Source: an optimization exercise on an open RTL-to-GDS flow (aim: small area and a short achievable clock period). Production flows keep margins and buffers that such runs may drop. In this exercise RTL edits were held to simulation tests only and were not proved equivalent to the original. Power and IR drop assume default switching activity.

==> flow/flow/abc_area.script <==
strash
dc2
dch
map -D 2400
topo
stime -c
upsize -c
dnsize -c
==> flow/constraint.sdc <==
create_clock -name core_clock -period 12.0 [get_ports {clk}]
set_input_delay 2.4000 -clock core_clock [delete_from_list [all_inputs] [get_ports {clk}]]
set_output_delay 2.4000 -clock core_clock [all_outputs]
set_load 0.01 [all_outputs]
==> flow/flow/params.sh <==
ABC_D=4000
MARGIN=0
EXTRA=""
PORTBUF=sky130_fd_sc_hd__buf_1
==> flow/standard.sh <==
#!/bin/bash
# synth_recipe.tcl (not shown) runs the flow's synth.tcl, then flattens the netlist and writes it again
# the make line also repeats each setting of config.mk as NAME=value (left out here)
make -C /OpenROAD-flow-scripts/flow DESIGN_CONFIG=/design/flow/config.mk WORK_HOME=/design/flow/orfs CLKGATE_MAP_FILE= SYNTH_SCRIPT=/design/flow/synth_recipe.tcl "${@:-finish}"
==> flow/config.mk <==
export PLATFORM = sky130hd
export DESIGN_NAME = bcd_top
export DESIGN_NICKNAME = bcd_top
export VERILOG_FILES = /design/flow/design.v
export SDC_FILE = /design/flow/constraint.sdc
export NUM_CORES = 4
export LEC_CHECK = 0
export CAP_MARGIN = 20
export CORE_MARGIN = 2
export CORE_UTILIZATION = 55
export PLACE_DENSITY = 0.65
export SLEW_MARGIN = 20
==> flow/flow/run.sh <==
#!/bin/bash
# Own layout flow: the standard ORFS flow, with these changes:
#  - synthesis maps the logic with flow/abc_area.script (area-oriented ABC
#    mapping) instead of ORFS's; everything else in synthesis is synth_recipe.tcl
#  - no half/full-adder extraction before ABC (ADDER_MAP_FILE empty)
#  - every port gets a $PORTBUF buffer
#  - placement/CTS/route timing repair aims at a setup margin of $MARGIN ns
set -uo pipefail
HERE=$(pwd)
source flow/params.sh
# scripts folder = ORFS scripts with our ABC script in place of abc_area.script
mkdir -p scripts_ovr
for f in "$FLOW_HOME"/scripts/*; do ln -sf "$f" scripts_ovr/; done
rm -f scripts_ovr/abc_area.script
cp flow/abc_area.script scripts_ovr/abc_area.script
{ echo "set ::env(SCRIPTS_DIR) $HERE/scripts_ovr"; cat synth_recipe.tcl; } > my_synth.tcl
bash standard.sh SYNTH_SCRIPT=$HERE/my_synth.tcl ADDER_MAP_FILE= ABC_AREA=1 ABC_CLOCK_PERIOD_IN_PS=$ABC_D synth > synth.log 2>&1 || { tail -50 synth.log; exit 1; }
bash standard.sh SETUP_SLACK_MARGIN=$MARGIN "BUFFER_PORTS_ARGS=-buffer_cell $PORTBUF" $EXTRA finish > finish.log 2>&1 || { tail -50 finish.log; exit 1; }
==> flow/design.v <==
module bcd_top (
  input  wire        clk,
  input  wire [15:0] bin_in,
  output reg  [18:0] bcd_out
);
  reg  [15:0] b_q;
  wire [18:0] p;
  binbcd16 u_conv (.B(b_q), .P(p));
  always @(posedge clk) begin
    b_q     <= bin_in;
    bcd_out <= p;
  end
endmodule

module binbcd16(B, P);
  input [15:0] B;
  output [18:0] P;
  wire w1;
  wire w2;
  wire w3;
  wire w4;
  wire w5;
  wire w6;
  wire w7;
  wire w8;
  wire w9;
  wire w10;
  wire w11;
  wire w12;
  wire w13;
  wire w14;
  wire w15;
  wire w16;
  wire w17;
  wire w18;
  wire w19;
  wire w20;
  wire w21;
  wire w22;
  wire w23;
  wire w24;
  wire w25;
  wire w26;
  wire w27;
  wire w28;
  wire w29;
  wire w30;
  wire w31;
  wire w32;
  wire w33;
  wire w34;
  wire w35;
  wire w36;
  wire w37;
  wire w38;
  wire w39;
  wire w40;
  wire w41;
  wire w42;
  wire w43;
  wire w44;
  wire w45;
  wire w46;
  wire w47;
  wire w48;
  wire w49;
  wire w50;
  wire w51;
  wire w52;
  wire w53;
  wire w54;
  wire w55;
  wire w56;
  wire w57;
  wire w58;
  wire w59;
  wire w60;
  wire w61;
  wire w62;
  wire w63;
  wire w64;
  wire w65;
  wire w66;
  wire w67;
  wire w68;
  wire w69;
  wire w70;
  wire w71;
  wire w72;
  wire w73;
  wire w74;
  wire w75;
  wire w76;
  wire w77;
  wire w78;
  wire w79;
  wire w80;
  wire w81;
  wire w82;
  wire w83;
  wire w84;
  wire w85;
  wire w86;
  wire w87;
  wire w88;
  wire w89;
  wire w90;
  wire w91;
  wire w92;
  wire w93;
  wire w94;
  wire w95;
  wire w96;
  wire w97;
  wire w98;
  wire w99;
  wire w100;
  wire w101;
  wire w102;
  wire w103;
  wire w104;
  wire w105;
  wire w106;
  wire w107;
  wire w108;
  wire w109;
  wire w110;
  wire w111;
  wire w112;
  wire w113;
  wire w114;
  wire w115;
  wire w116;
  wire w117;
  wire w118;
  wire w119;
  wire w120;
  wire w121;
  wire w122;
  wire w123;
  wire w124;
  wire w125;
  wire w126;
  wire w127;
  wire w128;
  wire w129;
  wire w130;
  wire w131;
  wire w132;
  wire w133;
  wire w134;
  wire w135;
  wire w136;
  wire w137;
  wire w138;
  wire w139;
  wire w140;
  wire w141;
  wire w142;
  wire w143;
  wire w144;
  wire w145;
  wire w146;
  wire w147;
  wire w148;
  wire w149;
  wire w150;
  wire w151;
  wire w152;
  wire w153;
  wire w154;
  wire w155;
  wire w156;
  wire w157;
  wire w158;
  wire w159;
  wire w160;
  wire w161;
  wire w162;
  wire w163;
  wire w164;
  wire w165;
  wire w166;
  wire w167;
  wire w168;
  wire w169;
  wire w170;
  wire w171;
  wire w172;
  wire w173;
  wire w174;
  wire w175;
  wire w176;
  wire w177;
  wire w178;
  wire w179;
  wire w180;
  wire w181;
  wire w182;
  wire w183;
  wire w184;
  wire w185;
  wire w186;
  wire w187;
  wire w188;
  wire w189;
  wire w190;
  wire w191;
  wire w192;
  wire w193;
  wire w194;
  wire w195;
  wire w196;
  wire w197;
  wire w198;
  wire w199;
  wire w200;
  wire w201;
  wire w202;
  wire w203;
  wire w204;
  wire w205;
  wire w206;
  wire w207;
  wire w208;
  wire w209;
  wire w210;
  wire w211;
  wire w212;
  wire w213;
  wire w214;
  wire w215;
  wire w216;
  wire w217;
  wire w218;
  wire w219;
  wire w220;
  wire w221;
  wire w222;
  wire w223;
  wire w224;
  wire w225;
  wire w226;
  wire w227;
  wire w228;
  wire w229;
  wire w230;
  wire w231;
  wire w232;
  wire w233;
  wire w234;
  wire w235;
  wire w236;
  wire w237;
  wire w238;
  wire w239;
  wire w240;
  wire w241;
  wire w242;
  wire w243;
  wire w244;
  wire w245;
  wire w246;
  wire w247;
  wire w248;
  wire w249;
  wire w250;
  wire w251;
  wire w252;
  wire w253;
  wire w254;
  wire w255;
  wire w256;
  wire w257;
  wire w258;
  wire w259;
  wire w260;
  wire w261;
  wire w262;
  wire w263;
  wire w264;
  wire w265;
  wire w266;
  wire w267;
  wire w268;
  wire w269;
  wire w270;
  wire w271;
  wire w272;
  wire w273;
  wire w274;
  wire w275;
  wire w276;
  wire w277;
  wire w278;
  wire w279;
  wire w280;
  wire w281;
  wire w282;
  wire w283;
  wire w284;
  wire w285;
  assign w1 = B[15] ? 1'b0 : 1'b1;
  assign w2 = B[15] ? 1'b1 : 1'b0;
  assign w3 = B[14] ? 1'b0 : w1;
  assign w4 = B[14] ? w1 : 1'b0;
  assign w5 = B[14] ? 1'b0 : w2;
  assign w6 = B[14] ? w2 : 1'b0;
  assign w7 = B[13] ? w5 : w3;
  assign w8 = B[13] ? w3 : w6;
  assign w9 = B[13] ? w6 : w4;
  assign w10 = B[13] ? w4 : 1'b0;
  assign w11 = B[13] ? 1'b0 : w5;
  assign w12 = w5 & B[13];
  assign w13 = w6 | w12;
  assign w14 = B[12] ? w9 : w7;
  assign w15 = B[12] ? w7 : w10;
  assign w16 = B[12] ? w10 : w8;
  assign w17 = B[12] ? w8 : w11;
  assign w18 = B[12] ? w11 : w9;
  assign w19 = w9 & B[12];
  assign w20 = w10 | w11 | w19;
  assign w21 = w13 ? 1'b0 : 1'b1;
  assign w22 = w13 ? 1'b1 : 1'b0;
  assign w23 = B[11] ? w16 : w14;
  assign w24 = B[11] ? w14 : w17;
  assign w25 = B[11] ? w17 : w15;
  assign w26 = B[11] ? w15 : w18;
  assign w27 = B[11] ? w18 : w16;
  assign w28 = w16 & B[11];
  assign w29 = w17 | w18 | w28;
  assign w30 = w20 ? 1'b0 : w21;
  assign w31 = w20 ? w21 : 1'b0;
  assign w32 = w20 ? 1'b0 : w22;
  assign w33 = w20 ? w22 : 1'b0;
  assign w34 = B[10] ? w25 : w23;
  assign w35 = B[10] ? w23 : w26;
  assign w36 = B[10] ? w26 : w24;
  assign w37 = B[10] ? w24 : w27;
  assign w38 = B[10] ? w27 : w25;
  assign w39 = w25 & B[10];
  assign w40 = w26 | w27 | w39;
  assign w41 = w29 ? w32 : w30;
  assign w42 = w29 ? w30 : w33;
  assign w43 = w29 ? w33 : w31;
  assign w44 = w29 ? w31 : 1'b0;
  assign w45 = w29 ? 1'b0 : w32;
  assign w46 = w32 & w29;
  assign w47 = w33 | w46;
  assign w48 = B[9] ? w36 : w34;
  assign w49 = B[9] ? w34 : w37;
  assign w50 = B[9] ? w37 : w35;
  assign w51 = B[9] ? w35 : w38;
  assign w52 = B[9] ? w38 : w36;
  assign w53 = w36 & B[9];
  assign w54 = w37 | w38 | w53;
  assign w55 = w40 ? w43 : w41;
  assign w56 = w40 ? w41 : w44;
  assign w57 = w40 ? w44 : w42;
  assign w58 = w40 ? w42 : w45;
  assign w59 = w40 ? w45 : w43;
  assign w60 = w43 & w40;
  assign w61 = w44 | w45 | w60;
  assign w62 = w47 ? 1'b0 : 1'b1;
  assign w63 = w47 ? 1'b1 : 1'b0;
  assign w64 = B[8] ? w50 : w48;
  assign w65 = B[8] ? w48 : w51;
  assign w66 = B[8] ? w51 : w49;
  assign w67 = B[8] ? w49 : w52;
  assign w68 = B[8] ? w52 : w50;
  assign w69 = w50 & B[8];
  assign w70 = w51 | w52 | w69;
  assign w71 = w54 ? w57 : w55;
  assign w72 = w54 ? w55 : w58;
  assign w73 = w54 ? w58 : w56;
  assign w74 = w54 ? w56 : w59;
  assign w75 = w54 ? w59 : w57;
  assign w76 = w57 & w54;
  assign w77 = w58 | w59 | w76;
  assign w78 = w61 ? 1'b0 : w62;
  assign w79 = w61 ? w62 : 1'b0;
  assign w80 = w61 ? 1'b0 : w63;
  assign w81 = w61 ? w63 : 1'b0;
  assign w82 = B[7] ? w66 : w64;
  assign w83 = B[7] ? w64 : w67;
  assign w84 = B[7] ? w67 : w65;
  assign w85 = B[7] ? w65 : w68;
  assign w86 = B[7] ? w68 : w66;
  assign w87 = w66 & B[7];
  assign w88 = w67 | w68 | w87;
  assign w89 = w70 ? w73 : w71;
  assign w90 = w70 ? w71 : w74;
  assign w91 = w70 ? w74 : w72;
  assign w92 = w70 ? w72 : w75;
  assign w93 = w70 ? w75 : w73;
  assign w94 = w73 & w70;
  assign w95 = w74 | w75 | w94;
  assign w96 = w77 ? w80 : w78;
  assign w97 = w77 ? w78 : w81;
  assign w98 = w77 ? w81 : w79;
  assign w99 = w77 ? w79 : 1'b0;
  assign w100 = w77 ? 1'b0 : w80;
  assign w101 = w80 & w77;
  assign w102 = w81 | w101;
  assign w103 = B[6] ? w84 : w82;
  assign w104 = B[6] ? w82 : w85;
  assign w105 = B[6] ? w85 : w83;
  assign w106 = B[6] ? w83 : w86;
  assign w107 = B[6] ? w86 : w84;
  assign w108 = w84 & B[6];
  assign w109 = w85 | w86 | w108;
  assign w110 = w88 ? w91 : w89;
  assign w111 = w88 ? w89 : w92;
  assign w112 = w88 ? w92 : w90;
  assign w113 = w88 ? w90 : w93;
  assign w114 = w88 ? w93 : w91;
  assign w115 = w91 & w88;
  assign w116 = w92 | w93 | w115;
  assign w117 = w95 ? w98 : w96;
  assign w118 = w95 ? w96 : w99;
  assign w119 = w95 ? w99 : w97;
  assign w120 = w95 ? w97 : w100;
  assign w121 = w95 ? w100 : w98;
  assign w122 = w98 & w95;
  assign w123 = w99 | w100 | w122;
  assign w124 = w102 ? 1'b0 : 1'b1;
  assign w125 = w102 ? 1'b1 : 1'b0;
  assign w126 = B[5] ? w105 : w103;
  assign w127 = B[5] ? w103 : w106;
  assign w128 = B[5] ? w106 : w104;
  assign w129 = B[5] ? w104 : w107;
  assign w130 = B[5] ? w107 : w105;
  assign w131 = w105 & B[5];
  assign w132 = w106 | w107 | w131;
  assign w133 = w109 ? w112 : w110;
  assign w134 = w109 ? w110 : w113;
  assign w135 = w109 ? w113 : w111;
  assign w136 = w109 ? w111 : w114;
  assign w137 = w109 ? w114 : w112;
  assign w138 = w112 & w109;
  assign w139 = w113 | w114 | w138;
  assign w140 = w116 ? w119 : w117;
  assign w141 = w116 ? w117 : w120;
  assign w142 = w116 ? w120 : w118;
  assign w143 = w116 ? w118 : w121;
  assign w144 = w116 ? w121 : w119;
  assign w145 = w119 & w116;
  assign w146 = w120 | w121 | w145;
  assign w147 = w123 ? 1'b0 : w124;
  assign w148 = w123 ? w124 : 1'b0;
  assign w149 = w123 ? 1'b0 : w125;
  assign w150 = w123 ? w125 : 1'b0;
  assign w151 = B[4] ? w128 : w126;
  assign w152 = B[4] ? w126 : w129;
  assign w153 = B[4] ? w129 : w127;
  assign w154 = B[4] ? w127 : w130;
  assign w155 = B[4] ? w130 : w128;
  assign w156 = w128 & B[4];
  assign w157 = w129 | w130 | w156;
  assign w158 = w132 ? w135 : w133;
  assign w159 = w132 ? w133 : w136;
  assign w160 = w132 ? w136 : w134;
  assign w161 = w132 ? w134 : w137;
  assign w162 = w132 ? w137 : w135;
  assign w163 = w135 & w132;
  assign w164 = w136 | w137 | w163;
  assign w165 = w139 ? w142 : w140;
  assign w166 = w139 ? w140 : w143;
  assign w167 = w139 ? w143 : w141;
  assign w168 = w139 ? w141 : w144;
  assign w169 = w139 ? w144 : w142;
  assign w170 = w142 & w139;
  assign w171 = w143 | w144 | w170;
  assign w172 = w146 ? w149 : w147;
  assign w173 = w146 ? w147 : w150;
  assign w174 = w146 ? w150 : w148;
  assign w175 = w146 ? w148 : 1'b0;
  assign w176 = w146 ? 1'b0 : w149;
  assign w177 = w149 & w146;
  assign w178 = w150 | w177;
  assign w179 = B[3] ? w153 : w151;
  assign w180 = B[3] ? w151 : w154;
  assign w181 = B[3] ? w154 : w152;
  assign w182 = B[3] ? w152 : w155;
  assign w183 = B[3] ? w155 : w153;
  assign w184 = w153 & B[3];
  assign w185 = w154 | w155 | w184;
  assign w186 = w157 ? w160 : w158;
  assign w187 = w157 ? w158 : w161;
  assign w188 = w157 ? w161 : w159;
  assign w189 = w157 ? w159 : w162;
  assign w190 = w157 ? w162 : w160;
  assign w191 = w160 & w157;
  assign w192 = w161 | w162 | w191;
  assign w193 = w164 ? w167 : w165;
  assign w194 = w164 ? w165 : w168;
  assign w195 = w164 ? w168 : w166;
  assign w196 = w164 ? w166 : w169;
  assign w197 = w164 ? w169 : w167;
  assign w198 = w167 & w164;
  assign w199 = w168 | w169 | w198;
  assign w200 = w171 ? w174 : w172;
  assign w201 = w171 ? w172 : w175;
  assign w202 = w171 ? w175 : w173;
  assign w203 = w171 ? w173 : w176;
  assign w204 = w171 ? w176 : w174;
  assign w205 = w174 & w171;
  assign w206 = w175 | w176 | w205;
  assign w207 = w178 ? 1'b0 : 1'b1;
  assign w208 = w178 ? 1'b1 : 1'b0;
  assign w209 = B[2] ? w181 : w179;
  assign w210 = B[2] ? w179 : w182;
  assign w211 = B[2] ? w182 : w180;
  assign w212 = B[2] ? w180 : w183;
  assign w213 = B[2] ? w183 : w181;
  assign w214 = w181 & B[2];
  assign w215 = w182 | w183 | w214;
  assign w216 = w185 ? w188 : w186;
  assign w217 = w185 ? w186 : w189;
  assign w218 = w185 ? w189 : w187;
  assign w219 = w185 ? w187 : w190;
  assign w220 = w185 ? w190 : w188;
  assign w221 = w188 & w185;
  assign w222 = w189 | w190 | w221;
  assign w223 = w192 ? w195 : w193;
  assign w224 = w192 ? w193 : w196;
  assign w225 = w192 ? w196 : w194;
  assign w226 = w192 ? w194 : w197;
  assign w227 = w192 ? w197 : w195;
  assign w228 = w195 & w192;
  assign w229 = w196 | w197 | w228;
  assign w230 = w199 ? w202 : w200;
  assign w231 = w199 ? w200 : w203;
  assign w232 = w199 ? w203 : w201;
  assign w233 = w199 ? w201 : w204;
  assign w234 = w199 ? w204 : w202;
  assign w235 = w202 & w199;
  assign w236 = w203 | w204 | w235;
  assign w237 = w206 ? 1'b0 : w207;
  assign w238 = w206 ? w207 : 1'b0;
  assign w239 = w206 ? 1'b0 : w208;
  assign w240 = w206 ? w208 : 1'b0;
  assign w241 = B[1] ? w211 : w209;
  assign w242 = B[1] ? w209 : w212;
  assign w243 = B[1] ? w212 : w210;
  assign w244 = B[1] ? w210 : w213;
  assign w245 = B[1] ? w213 : w211;
  assign w246 = w211 & B[1];
  assign w247 = w212 | w213 | w246;
  assign w248 = w215 ? w218 : w216;
  assign w249 = w215 ? w216 : w219;
  assign w250 = w215 ? w219 : w217;
  assign w251 = w215 ? w217 : w220;
  assign w252 = w215 ? w220 : w218;
  assign w253 = w218 & w215;
  assign w254 = w219 | w220 | w253;
  assign w255 = w222 ? w225 : w223;
  assign w256 = w222 ? w223 : w226;
  assign w257 = w222 ? w226 : w224;
  assign w258 = w222 ? w224 : w227;
  assign w259 = w222 ? w227 : w225;
  assign w260 = w225 & w222;
  assign w261 = w226 | w227 | w260;
  assign w262 = w229 ? w232 : w230;
  assign w263 = w229 ? w230 : w233;
  assign w264 = w229 ? w233 : w231;
  assign w265 = w229 ? w231 : w234;
  assign w266 = w229 ? w234 : w232;
  assign w267 = w232 & w229;
  assign w268 = w233 | w234 | w267;
  assign w269 = w236 ? w239 : w237;
  assign w270 = w236 ? w237 : w240;
  assign w271 = w236 ? w240 : w238;
  assign w272 = w236 ? w238 : 1'b0;
  assign w273 = w236 ? 1'b0 : w239;
  assign w274 = w239 & w236;
  assign w275 = w240 | w274;
  assign w276 = w242 | w244;
  assign w277 = w243 | w244;
  assign w278 = w249 | w251;
  assign w279 = w250 | w251;
  assign w280 = w256 | w258;
  assign w281 = w257 | w258;
  assign w282 = w263 | w265;
  assign w283 = w264 | w265;
  assign w284 = w270 | w272;
  assign w285 = w271 | w272;
  assign P = {w285, w284, w268, w266, w283, w282, w261, w259, w281, w280, w254, w252, w279, w278, w247, w245, w277, w276, B[0]};
endmodule
==> impl_metrics.yaml, run 1 <==
pwr:
  p_switching_uw: 342.6
  pwr-share-seq_pct: 22.3
  peakVddDrop_v: 0.0001755
  p_sw_share_pct: 48.02
  power_frac_comb_pct: 62.4
  power.leakage_nw: 1.427
  intPower_uw: 370.8
  power.density_mw_per_mm2: 220.2
  pwr-share-clk_pct: 15.2
timing:
  worst_pin_slew_ps: 366.1
  period_needed_ps: 3481
  min_period_over_period_pct: 29.00
  grt_setup_unrepaired: "no"
  finalClockSkew_ps: 10.13
  finalSetupTns_ps: 0
  layout_setup_ws_ps: 8519
  relSlewSlack_pct: 75.33
  setup_viol: 0
  hold_violations: 0
  max_freq_ghz: 0.2873
  drv_slew: 0
synthesis:
  synthFlopType: "dfxtp_1"
  netlist-cell-type-count: 34
  syn_avg_cell_area_um2: 6.349
  synth_top_area_share_pct: 24.10
  synth_top_cell_by_area: "dfxtp_1"
  syn_nets: 475
  synth.ff_latch_count: 35
  async_flop_share_pct: 0
  synth_edf_count: 0
  seq_area_frac_synth_pct: 24.10
  netlist_instances: 458
  yosys_warnings: 1
  synth_area_leaders: "dfxtp_1 (24%), nand2_1 (22%), o21ai_2 (12%), o21ai_1 (6.0%), nand3_2 (5.5%)"
  syn-cell-area_mm2: 0.002908
cells_and_area:
  drive_gt1_share_pct: 20.16
  nets: 517
  area_growth_pct: 11.40
  num-fill-cells: 505
  antennaDiodeCount: 0
  final_common_cell: "nand2_1"
  most-common-layout-cells: "nand2_1 (174), o21ai_2 (41), o21ai_1 (35), dfxtp_1 (35), buf_1 (35)"
  fin_cells: 571
route:
  firstDrtPassIters: 5
  drc: 0
  via_per_inst: 5.236
  detail-route-antenna-nets: 0
  first_iter_violations: 105
  routedWlPerCell_um: 10.41
  num_vias: 2990
  routed_wl_mm: 5.946
cts:
  cts_tree: "done"
  ctsHtreeMaxLevel: 2
  holdBufCountCts: 0
  cts_buffers: 5
  clock_sinks: 35
  clockRootBuffer: "clkbuf_8"
  cts.repair.resized: 0
  post_cts_buffers: 0
  clk_pin_slew_ps: 80
  clk_latency_ps: 290
  cts_buffer_depth: 2
floorplanning:
  io_pins: 36
  rows: 26
  die_h_um: 76.71
  initial_core_util_pct: 56.93
  core-area_mm2: 0.005107
  die_x_um: 76.71
  fp.dieArea_mm2: 0.005884
status:
  status: "no timing/DRC/antenna violations"
global_routing:
  grt_max_degree: 13
  grt_first_pass_wirelength_mm: 10.61
  antenna_found_initial: 0
  grt_pass1_vias: 2639
  grt_overflow: 0
  grt_usage_pct: 21.25
worst_hold_path:
  hold_path_class: "flop to flop"
  hp-start: "b_q[0]$_DFF_P_"
critical_path:
  arrival_ps: 3670
  r2r_start: "b_q[15]$_DFF_P_"
  required_ps: 12190
  cp-start-kind: "flop"
  cp-end-kind: "flop"
  critPathLaunch: "b_q[15]$_DFF_P_"
  path_max_fanout: 9
  path_class: "flop to flop"
run:
  max_cap_violations: 0
placed_design:
  pre_cts_slack_ps: 8540
  gp_congestion: 0.8506
  portBuffers: 35
  dp_hpwl_mm: 4.794
  dp_cells: 563
[kinds of logic (layout without fill, tap and decap cells)]
kind of cell    count (synthesis)  after routing  share of synthesized area [%]
buf+inv                        49             92                          6.325
simple gates                  237            237                          36.32
mux                             2              2                         0.6885
compound gates                135            135                          32.57
flops                          35             35                          24.10
[cell usage after synthesis (2+ instances only)]
library cell / count
a31oi_1: 2
o21a_1: 6
inv_2: 23
o21ai_0: 19
o21ai_4: 2
dfxtp_1: 35
nand3_1: 15
a21oi_2: 2
nand3_2: 16
o21ai_2: 41
clkinv_1: 21
mux2i_1: 2
o211ai_1: 7
inv_1: 5
o21ai_1: 35
a21oi_1: 13
nand2_1: 174
nor2_1: 24
[power by group through the flow]
stage | clock, mW | sequential (mW) | combinational [mW]
after global placement | 0 | 0.161 | 0.438
after CTS | 0.112 | 0.160 | 0.448
after detailed placement | 0 | 0.163 | 0.445
after global routing | 0.116 | 0.163 | 0.508
after floorplan | 0 | 0.176 | 0.351
final | 0.109 | 0.159 | 0.445
[routing by layer]
metal  part of all wire (%)  up-vias  global-route usage [%]
met1                     48     1295                   26.39
met5                      0        -                       0
met4                    1.6        0                   7.818
li1                       -     1634                       -
met3                    3.7       12                   3.412
met2                     46       49                   36.93
[final timing paths]
path | to | slack [ps] | depth (start not counted)
setup / recovery | bcd_out[9]$_DFF_P_ | 8520 | 26
hold / removal | bcd_out[0]$_DFF_P_ | 340 | 0
setup reg to reg | bcd_out[9]$_DFF_P_ | 8520 | 26
hold reg to reg | bcd_out[0]$_DFF_P_ | 340 | 0
[per-stage QoR]
step	hold slack (ps)	util, %	total power [mW]	cell area (um2)
2_1_floorplan	309.6	-	0.5266	2908
3_3_place_gp	313.3	61.22	0.5989	3127
3_5_place_dp	326.3	61.22	0.6080	3127
4_1_cts	344.3	63.42	0.7199	3239
5_1_grt	351.7	63.42	0.7867	3239
6_report	338.6	63.42	0.7134	3239
[worst max-delay path, stage by stage, from the launching register on]
cell,delay (ps)
dfxtp_1,410
inv_1,90
nor3_2,170
inv_1,80
nand2_1,80
o21ai_2,90
o21ai_2,160
nand2_1,120
nand3_4,140
nand2_1,60
o21ai_0,90
inv_2,90
o21ai_1,210
nand2_1,100
o21ai_2,90
nand2_2,90
nand2_1,100
nand2_1,60
o21ai_1,130
nand2_1,100
o21ai_1,200
nor2_1,90
a21oi_1,220
nand2_1,100
nand3_2,120
nand3_1,90
o21a_1,110
[cell type report]
type / instances / area, um2 / area share (%)
Tap cell: 70 / 87.58 / 2.704
Clock buffer: 5 / 68.82 / 2.124
Inverter: 49 / 183.9 / 5.678
Clock inverter: 3 / 43.79 / 1.352
Timing Repair Buffer: 35 / 131.4 / 4.056
Multi-Input combinational cell: 374 / 2023 / 62.46
Sequential cell: 35 / 700.7 / 21.63
[registers in the layout (all words and copies together), names as in the netlist]
signal   cells
bcd_out     19
b_q         16
==> run 2, diff against run 1 <==
--- a/flow/flow/run.sh
+++ b/flow/flow/run.sh
@@ -14,5 +14,5 @@
 rm -f scripts_ovr/abc_area.script
 cp flow/abc_area.script scripts_ovr/abc_area.script
 { echo "set ::env(SCRIPTS_DIR) $HERE/scripts_ovr"; cat synth_recipe.tcl; } > my_synth.tcl
-bash standard.sh SYNTH_SCRIPT=$HERE/my_synth.tcl ADDER_MAP_FILE= ABC_AREA=1 ABC_CLOCK_PERIOD_IN_PS=$ABC_D synth > synth.log 2>&1 || { tail -50 synth.log; exit 1; }
+bash standard.sh SYNTH_SCRIPT=$HERE/my_synth.tcl ADDER_MAP_FILE= ABC_AREA=1 ABC_CLOCK_PERIOD_IN_PS=$ABC_D $SYNTH_EXTRA synth > synth.log 2>&1 || { tail -50 synth.log; exit 1; }
 bash standard.sh SETUP_SLACK_MARGIN=$MARGIN "BUFFER_PORTS_ARGS=-buffer_cell $PORTBUF" $EXTRA finish > finish.log 2>&1 || { tail -50 finish.log; exit 1; }
==> flow/flow/params.sh (replaced) <==
ABC_D=4000
MARGIN=0
EXTRA=""
PORTBUF=sky130_fd_sc_hd__buf_1
SYNTH_EXTRA="ABC_DRIVER_CELL=sky130_fd_sc_hd__inv_1"
--- a/flow/config.mk
+++ b/flow/config.mk
@@ -7,6 +7,6 @@
 export LEC_CHECK = 0
 export CAP_MARGIN = 20
 export CORE_MARGIN = 2
-export CORE_UTILIZATION = 55
-export PLACE_DENSITY = 0.65
+export CORE_UTILIZATION = 65
+export PLACE_DENSITY = 0.75
 export SLEW_MARGIN = 20
==> impl_metrics.yaml, run 2 <==
cells_and_area:
  top_register: "bcd_out"
  drive_gt1_share_pct: 25.35
  antennaDiodeCount: 0
  nets: 517
  utilization_pct: 75.79
  fin_area_mm2: 0.003368
  final_common_cell: "nand2_1"
  fin_cells: 553
  most-common-layout-cells: "nand2_1 (165), o21ai_2 (48), dfxtp_1 (35), buf_1 (35), o21ai_1 (30)"
  reg.largest.list: "bcd_out (19), b_q (16)"
  area_growth_pct: 10.10
  largest_register_ffs: 19
timing:
  finalClockSkew_ps: 10.09
  max_freq_ghz: 0.2890
  drv_slew: 0
  min_period_over_period_pct: 28.83
  worst_pin_slew_ps: 441.2
  finalSetupTns_ps: 0
  hold_violations: 0
  period_needed_ps: 3460
  relSlewSlack_pct: 70.28
  grt_setup_unrepaired: "no"
  setup_viol: 0
critical_path:
  path_class: "flop to flop"
  path_max_fanout: 9
  cp-end-kind: "flop"
  cp_slowest_cell: "dfxtp_1"
  cp-start-kind: "flop"
  slowest_delay_ps: 500
  required_ps: 12180
  ff2ff_path_depth: 24
  cp_cell_sequence: "nand3_1, o21ai_1, nand2_1, o21ai_2, nand2_2, nand3_4, nand2_1, o21ai_1, inv_2, o21ai_1, nand2_1, o21ai_2, nand2_2, nand3_4, inv_4, o21ai_2, nand2_1, o21ai_1, nand2_1, o21ai_2, nor2_1, a21oi_1, o21a_1, o21ai_1"
  arrival_ps: 3640
  r2r_slack_ps: 8540
cts:
  cts.repair.resized: 0
  cts_buffer_depth: 2
  cts_buffers: 5
  clockRootBuffer: "clkbuf_8"
  clock_sinks: 35
  clk_pin_slew_ps: 80
  post_cts_buffers: 0
  ctsHtreeMaxLevel: 2
  holdBufCountCts: 0
  clk_latency_ps: 300
  cts_tree: "done"
route:
  routedWlPerCell_um: 10.80
  via_per_inst: 5.354
  firstDrtPassIters: 4
  detail-route-antenna-nets: 0
  routed_wl_mm: 5.975
  first_iter_violations: 121
  drc: 0
  num_vias: 2961
floorplanning:
  fp.dieArea_mm2: 0.005271
  initial_core_util_pct: 68.83
  die_x_um: 72.61
  rows: 24
  die_h_um: 72.61
  io_pins: 36
  core-area_mm2: 0.004444
synthesis:
  syn_nets: 475
  async_flop_share_pct: 0
  synth_common_cells: "nand2_1 (165), o21ai_2 (48), dfxtp_1 (35), o21ai_1 (30)"
  synth_top_area_share_pct: 22.90
  syn_avg_cell_area_um2: 6.679
  netlist-cell-type-count: 37
  synth_top_cell_by_area: "dfxtp_1"
  synth_edf_count: 0
  seq_area_frac_synth_pct: 22.90
  synth_area_leaders: "dfxtp_1 (23%), nand2_1 (20%), o21ai_2 (14%), o21ai_1 (4.9%), nand3_4 (4.6%)"
  synth.ff_latch_count: 35
  syn-cell-area_mm2: 0.003059
  netlist_instances: 458
  yosysMostFrequentCell: "nand2_1"
  synthFlopType: "dfxtp_1"
  yosys_warnings: 1
pwr:
  power.leakage_nw: 1.450
  peakVddDrop_v: 0.0002013
  p_total_uw: 746.0
  power.density_mw_per_mm2: 221.5
placed_design:
  place_area_mm2: 0.003256
  gp_congestion: 0.8559
  dp_cells: 545
  dp_hpwl_mm: 4.811
  portBuffers: 35
status:
  status: "no timing/DRC/antenna violations"
global_routing:
  grt_overflow: 0
  grt_pass1_vias: 2671
  grt_first_pass_wirelength_mm: 10.98
  grt_max_degree: 13
  grt_usage_pct: 25.39
  antenna_found_initial: 0
worst_hold_path:
  holdPathStages: 0
  hold_path_class: "flop to flop"
run:
  max_cap_violations: 0
==> run 2: cell count changes after synthesis, moves of 3 or more <==
cell and change:
o21ai_1 -5, o21ai_2 +7, nand2_1 -9, inv_4 +3, nand2_2 +9, nand3_2 -7
nand3_4 +7
==> run 2: worst paths after layout <==
kind                   startpoint             endpoint
hold / removal     b_q[0]$_DFF_P_   bcd_out[0]$_DFF_P_
setup reg to reg  b_q[13]$_DFF_P_  bcd_out[10]$_DFF_P_
hold reg to reg    b_q[0]$_DFF_P_   bcd_out[0]$_DFF_P_
setup / recovery  b_q[13]$_DFF_P_  bcd_out[10]$_DFF_P_
==> run 2: kinds of logic (layout without fill, tap and decap cells) <==
logic type             count (synthesis)  after routing  synth area share, %
AO/OA/AOI/OAI                        135            135                32.88
buffers and inverters                 49             92                6.258
flip-flops                            35             35                22.90
multiplexers                           2              2               0.6544
AND/OR/NAND/NOR                      237            237                37.30
==> run 2: final cells by class <==
| cell class | instances | area [um2] |
|---|---|---|
| multi-input cells | 374 | 2167 |
| fillers | 367 | 1076 |
| flip-flops and latches | 35 | 700.7 |
| inverters | 49 | 191.4 |
| repair buffers | 35 | 131.4 |
| clock buffers | 5 | 68.82 |
| well taps | 52 | 65.06 |
| clock inverters | 3 | 43.79 |
==> run 2: worst max-delay path, delay by kind of cell, from the launching register on <==
kind / cells / cell delay [ps]
compound gates: 11 / 1500
buf+inv: 2 / 140
flops: 1 / 500
simple gates: 11 / 1180
==> run 2: power breakdown <==
part	switching, mW	internal, mW	leakage [nW]	total [mW]
Sequential	0.00974	0.149	0.295	0.159
Clock	0.0475	0.0619	0.0581	0.109
Combinational	0.305	0.173	1.10	0.478
==> run 2: per-stage QoR <==
step / setup WS (ps) / hold WS, ps
after global routing: 8071 / 339.8
after detailed placement: 8604 / 318.5
after floorplan: 8966 / 309.6
after global placement: 8692 / 313.3
final: 8540 / 331.1
after CTS: 8566 / 336.8
==> run 2: per-layer routing <==
layer / up-vias / wire [um] / global-route usage, %
met5: - / 0 / 0
li1: 1641 / - / -
met2: 48 / 2736 / 42.63
met1: 1264 / 2916 / 33.11
met4: 0 / 93 / 8.848
met3: 8 / 228 / 3.867

[what the ideal ports hide]
How much do the figures lean on ideal ports? The routed layouts below were timed once more, with nothing changed but the port constraints.
Step 1 (the two cells are an assumption about what drives the block):
set clk [get_ports {clk}]
set_driving_cell -lib_cell sky130_fd_sc_hd__clkbuf_16 $clk
set_driving_cell -lib_cell sky130_fd_sc_hd__buf_2 [delete_from_list [all_inputs] $clk]
Step 2 also shifts input and output timing later by t, the mid clock arrival at the registers, as if the neighbouring blocks saw the same clock.
Three values: ideal ports, drivers, drivers and shift; two values: the first two.
run | shift t [ns] | slack for setup (ns) | hold WS [ns]
run 1 | 0.318 | 8.519 / 8.519 / 8.519 | 0.339 / 0.339 / 0.339
run 2 | 0.325 | 8.540 / 8.540 / 8.540 | 0.331 / 0.331 / 0.331
After both steps every run listed still meets setup and hold.
